Source: an optimization exercise on an open RTL-to-GDS flow (aim: a short achievable clock period and few clock cycles). Production flows keep margins and buffers that such runs may drop. In this exercise RTL edits were held to simulation tests only and were not proved equivalent to the original. No activity file was given, so power comes from the tool's default toggle rates.

## old
// mipse
module mipse(
input clk, rst_n,
input [32-1:0] instr,
input [32-1:0] readdata,
output reg [32-1:0] pc,
output [32-1:0] aluout,
output [32-1:0] writedata,
output memwrite);
reg [32-1:0] instrD, pcplus4D;
wire stall, mispredE, predD;
wire [32-1:0] pcplus4F;
inc4 inc4_1(.a(pc), .y(pcplus4F));
wire [32-1:0] targetD, redirE;
always @(posedge clk or negedge rst_n) begin
  if (!rst_n) pc <= 0;
  else if (mispredE) pc <= redirE;
  else if (!stall) pc <= predD ? targetD : pcplus4F;
end
reg validD;
always @(posedge clk or negedge rst_n) begin
  if (!rst_n) begin
    instrD <= 0;
    pcplus4D <= 0;
    validD <= 0;
  end else if (!stall) begin
    instrD <= instr;
    pcplus4D <= pcplus4F;
    validD <= ~mispredE;
  end
end
reg [32-1:1] sel1D, sel2D;
reg byp1D, byp2D;
wire wrM_w;
wire [5-1:0] dstM_w;
wire [5-1:0] rsF = instr[25:21], rtF = instr[20:16];
wire [5-1:0] rsH = instrD[25:21], rtH = instrD[20:16];
integer k;
always @(posedge clk) begin
  if (!stall)
    for (k = 1; k < 32; k = k + 1) begin
      sel1D[k] <= (rsF == k);
      sel2D[k] <= (rtF == k);
    end
  byp1D <= wrM_w & (dstM_w == (stall ? rsH : rsF));
  byp2D <= wrM_w & (dstM_w == (stall ? rtH : rtF));
end
wire [6-1:0] opD = instrD[31:26];
wire [5-1:0] rsD = instrD[25:21], rtD = instrD[20:16], rdD = instrD[15:11];
wire [5:0] fnD = instrD[5:0];
wire [16-1:0] immD = instrD[15:0];
  ...
Size in the first run: about 8900 cells after synthesis, roughly 160 I/O pins, about 0.090 mm² of cells after synthesis.
==> flow/config.mk <==
export PLATFORM = sky130hd
export DESIGN_NAME = mipse
export DESIGN_NICKNAME = mipse
export VERILOG_FILES = /design/flow/design.v
export SDC_FILE = /design/flow/constraint.sdc
export NUM_CORES = 4
export LEC_CHECK = 0
export CAP_MARGIN = 20
export CORE_MARGIN = 2
export CORE_UTILIZATION = 45
export PLACE_DENSITY = 0.65
export SLEW_MARGIN = 20
export SYNTH_HIERARCHICAL = 1
==> flow/constraint.sdc <==
create_clock -name core_clock -period 10.0 [get_ports {clk}]
set_input_delay 2.0000 -clock core_clock [delete_from_list [all_inputs] [get_ports {clk}]]
set_output_delay 2.0000 -clock core_clock [all_outputs]
set_load 0.01 [all_outputs]
standard.sh (not shown) runs the stock make flow with config.mk's settings and CLKGATE_MAP_FILE= SYNTH_SCRIPT=/design/flow/synth_recipe.tcl, a recipe that flattens the netlist after the stock synthesis.
==> flow/flow/run.sh <==
#!/bin/bash
# The standard layout (standard.sh: the standard flow's synthesis script, so the
# same registers with the same names), with these changes to how the layout
# is made:
#  - synthesis: ADDER_MAP_FILE empty, so adders and the multiplier's
#    compressor trees are mapped by ABC like the rest of the logic instead of
#    to fa/ha cells; and ABC may not use the slow 4-input OR/NOR and the
#    non-inverting AND-OR / OR-AND cells listed in flow/synth_dont_use.txt
#    (on top of the platform's own don't-use list);
set -euo pipefail
cd "$(dirname "$0")/.."
MARGIN=$(cat flow/margin.txt)
# the platform's own don't-use list (make's command line replaces it):
# the sky130_fd_sc_hd__ cells of DONT_USE_CELLS in platforms/sky130hd/config.mk
# (the lines of that assignment: it continues while a line ends in a backslash)
PLAT=$(awk '/^export DONT_USE_CELLS \+= / {on=1} on {print; if ($0 !~ /\\$/) exit}' \
  "$FLOW_HOME/platforms/sky130hd/config.mk" | grep -o 'sky130_fd_sc_hd__[a-z0-9_]*' | tr '\n' ' ')
EXTRA=""
for c in $(cat flow/synth_dont_use.txt); do
  for s in 0 1 2 4; do EXTRA="$EXTRA sky130_fd_sc_hd__${c}_$s"; done
done
echo "synthesis don't-use list: $PLAT $EXTRA" > synth_dont_use.log
bash standard.sh ADDER_MAP_FILE= "DONT_USE_CELLS=$PLAT $EXTRA" synth > make_synth.log 2>&1
bash standard.sh SETUP_SLACK_MARGIN=$MARGIN finish > make_finish.log 2>&1
==> flow/flow/margin.txt <==
6.5
==> flow/flow/synth_dont_use.txt <==
or4 or4b or4bb nor4 nor4b nor4bb or3 or3b a21o a21bo a22o a2bb2o a211o a221o a2111o a31o a32o a311o a41o o21a o21ba o22a o2bb2a o211a o221a o2111a o31a o32a o311a o41a and4 and4b and4bb
Testbench counts of old, summed over its fixed seeds: cycles 16,224.
Changes in new relative to old:
--- a/flow/design.v
+++ b/flow/design.v
@@ -1025,19 +1025,18 @@
 wire subD = (r_aluD & ~fnD[2] & fnD[1]) | sltiD;
 wire logicD = r_logD | oriD | luiD;
 wire [2:0] lselD = r_aluD ? {1'b0, fnD[1:0]} : oriD ? 3'd1 : 3'd4;
 wire [32-1:0] immxD = oriD ? {16'b0, immD} :
                            luiD ? {immD, 16'b0} :
                            {{16{immD[15]}}, immD};
 wire [32-1:0] sextD = {{16{immD[15]}}, immD};
 wire [32-1:0] immaD = sltiD ? ~sextD : immxD;
 wire subRD = r_aluD & ~fnD[2] & fnD[1];
-wire addRD = r_aluD & ~fnD[2] & ~fnD[1];
 add32 add32_1(.a(pcplus4D), .b({sextD[29:0], 2'b00}), .y(targetD));
 assign predD = validD & branchD & immD[15];
 wire usesA = ~luiD;
 wire usesB = rtypeD | swD | gradeD | branchD;
 wire fastA = r_logD | oriD;
 wire fastB = r_logD | swD;
 reg wrE, memwE, lwE, multE, branchE;
 reg [5-1:0] dstE;
 reg wrM, memwM, lwM, multM;
@@ -1046,20 +1045,19 @@
 reg [5-1:0] dstW;
 reg [32-1:0] resultW, multW;
 reg mulW;
 wire matchAE = usesA & wrE & (dstE == rsD);
 wire matchBE = usesB & wrE & (dstE == rtD);
 wire matchAM = usesA & ~matchAE & wrM & (dstM == rsD);
 wire matchBM = usesB & ~matchBE & wrM & (dstM == rtD);
 assign stall = (matchAE & (multE | (lwE & ~fastA))) |
                (matchBE & (multE | (lwE & ~fastB))) |
-               (branchD & multM & (matchAM | matchBM)) |
-               (multM & matchAM) | (multM & matchBM & ~addRD);
+               (branchD & multM & (matchAM | matchBM));
 wire fAM_D = matchAE & ~lwE;
 wire fARD_D = matchAE & lwE;
 wire mAW_D = ~matchAE & wrM & (dstM == rsD);
 wire fAW_D = mAW_D & ~multM;
 wire fAX_D = mAW_D & multM;
 wire fBM_D = matchBE & ~lwE;
 wire fBRD_D = matchBE & lwE;
 wire mBW_D = ~matchBE & wrM & (dstM == rtD);
 wire fBW_D = mBW_D & ~multM;
@@ -1068,29 +1066,29 @@
 wire [32-1:0] wdW = mulW ? multW : resultW;
 rfile rfile_1(.clk(clk), .s1(sel1D), .rd1(rf1), .s2(sel2D), .rd2(rf2),
     .wd3(wdW), .a3(dstW), .we3(wrW));
 wire [32-1:0] rd1D = byp1D ? wdW : rf1;
 wire [32-1:0] rd2D = byp2D ? wdW : rf2;
 wire [32-1:0] aluoutE, resultM, multP;
 wire selRA_D = ~fAM_D & ~mAW_D;
 wire selRB_D = ~fBM_D & ~mBW_D;
 wire [32-1:0] opA_D = ({32{fAM_D}} & aluoutE) | ({32{fAW_D}} & resultM) |
-                           ({32{selRA_D}} & rd1D);
+                           ({32{fAX_D}} & multP) | ({32{selRA_D}} & rd1D);
 wire [32-1:0] opB_D = ({32{fBM_D}} & aluoutE) | ({32{fBW_D}} & resultM) |
-                           ({32{selRB_D}} & rd2D);
+                           ({32{fBX_D}} & multP) | ({32{selRB_D}} & rd2D);
 wire hE = rtypeD & fBM_D & ~subRD, hEn = rtypeD & fBM_D & subRD;
 wire hM = rtypeD & fBW_D & ~subRD, hMn = rtypeD & fBW_D & subRD;
-wire hX = addRD & fBX_D;
+wire hX = rtypeD & fBX_D & ~subRD, hXn = rtypeD & fBX_D & subRD;
 wire hR = rtypeD & selRB_D & ~subRD, hRn = rtypeD & selRB_D & subRD;
 wire [32-1:0] op2_D =
   ({32{hE}} & aluoutE) | ({32{hEn}} & ~aluoutE) |
   ({32{hM}} & resultM) | ({32{hMn}} & ~resultM) |
-  ({32{hX}} & multP)   |
+  ({32{hX}} & multP)   | ({32{hXn}} & ~multP) |
   ({32{hR}} & rd2D)    | ({32{hRn}} & ~rd2D) |
   ({32{~rtypeD}} & immaD);
 reg [32-1:0] opA_E, opB_E, op2_E, targetE;
 reg subE, sltiE, logicE, gradeE, kE, predE;
 reg [2:0] lselE;
 reg fARD, fBRD;
 always @(posedge clk) begin
   opA_E <= opA_D;
   opB_E <= opB_D;
==> comparison <==
- Cmp new vs old: data arrival time of the worst path lower in new
- Relative to old, the worst IR drop on VDD measured on new has increased by more than a quarter.
- Sort new and old by layout net count, descending, and new comes first.
- Delta(die height, new - old) > 0
- Re combinational power share: old was lower than new.
- Of new and old, new shows the lower maximum frequency, with old above it.
- [compare] base=old new=new: final period utilization up 0.19 points, number of clock buffers in the layout climbed 1.4%, critical path depth in cells went up 2.
Testbench counts of new, summed over its fixed seeds: cycles 16,224.

## static timing again, ports no longer ideal
In the flow no input, the clock included, has a driving cell. The finished layouts below were timed again as built, in two steps.
Step 1 sets driving cells, clkbuf_16 on the clock port and buf_2 on the other inputs (assumed; they add their load-dependent delay and slew).
Step 2 adds t to the input delays and takes it off the output delays; t is the mean of the earliest and latest rising clock arrival at the registers after step 1. Input paths then give back, and output paths get back, about the clock's delay inside the block.
Three values: no drivers, after step 1, after step 2; two values: the first two.
| run | t, ns | setup WS [ns] | worst setup path after step 2 | worst slew at a driven data input, ns |
|---|---|---|---|---|
| old | 0.909 | 6.374 / 6.374 / 5.597 | input to register | 0.22 |
| new | 0.926 | 6.355 / 6.355 / 5.563 | input to register | 0.16 |
After both steps setup and hold are still met in every run listed. The setup slack of new, which loses most, moves by 0.000 ns with the drivers and by -0.792 ns with both steps.
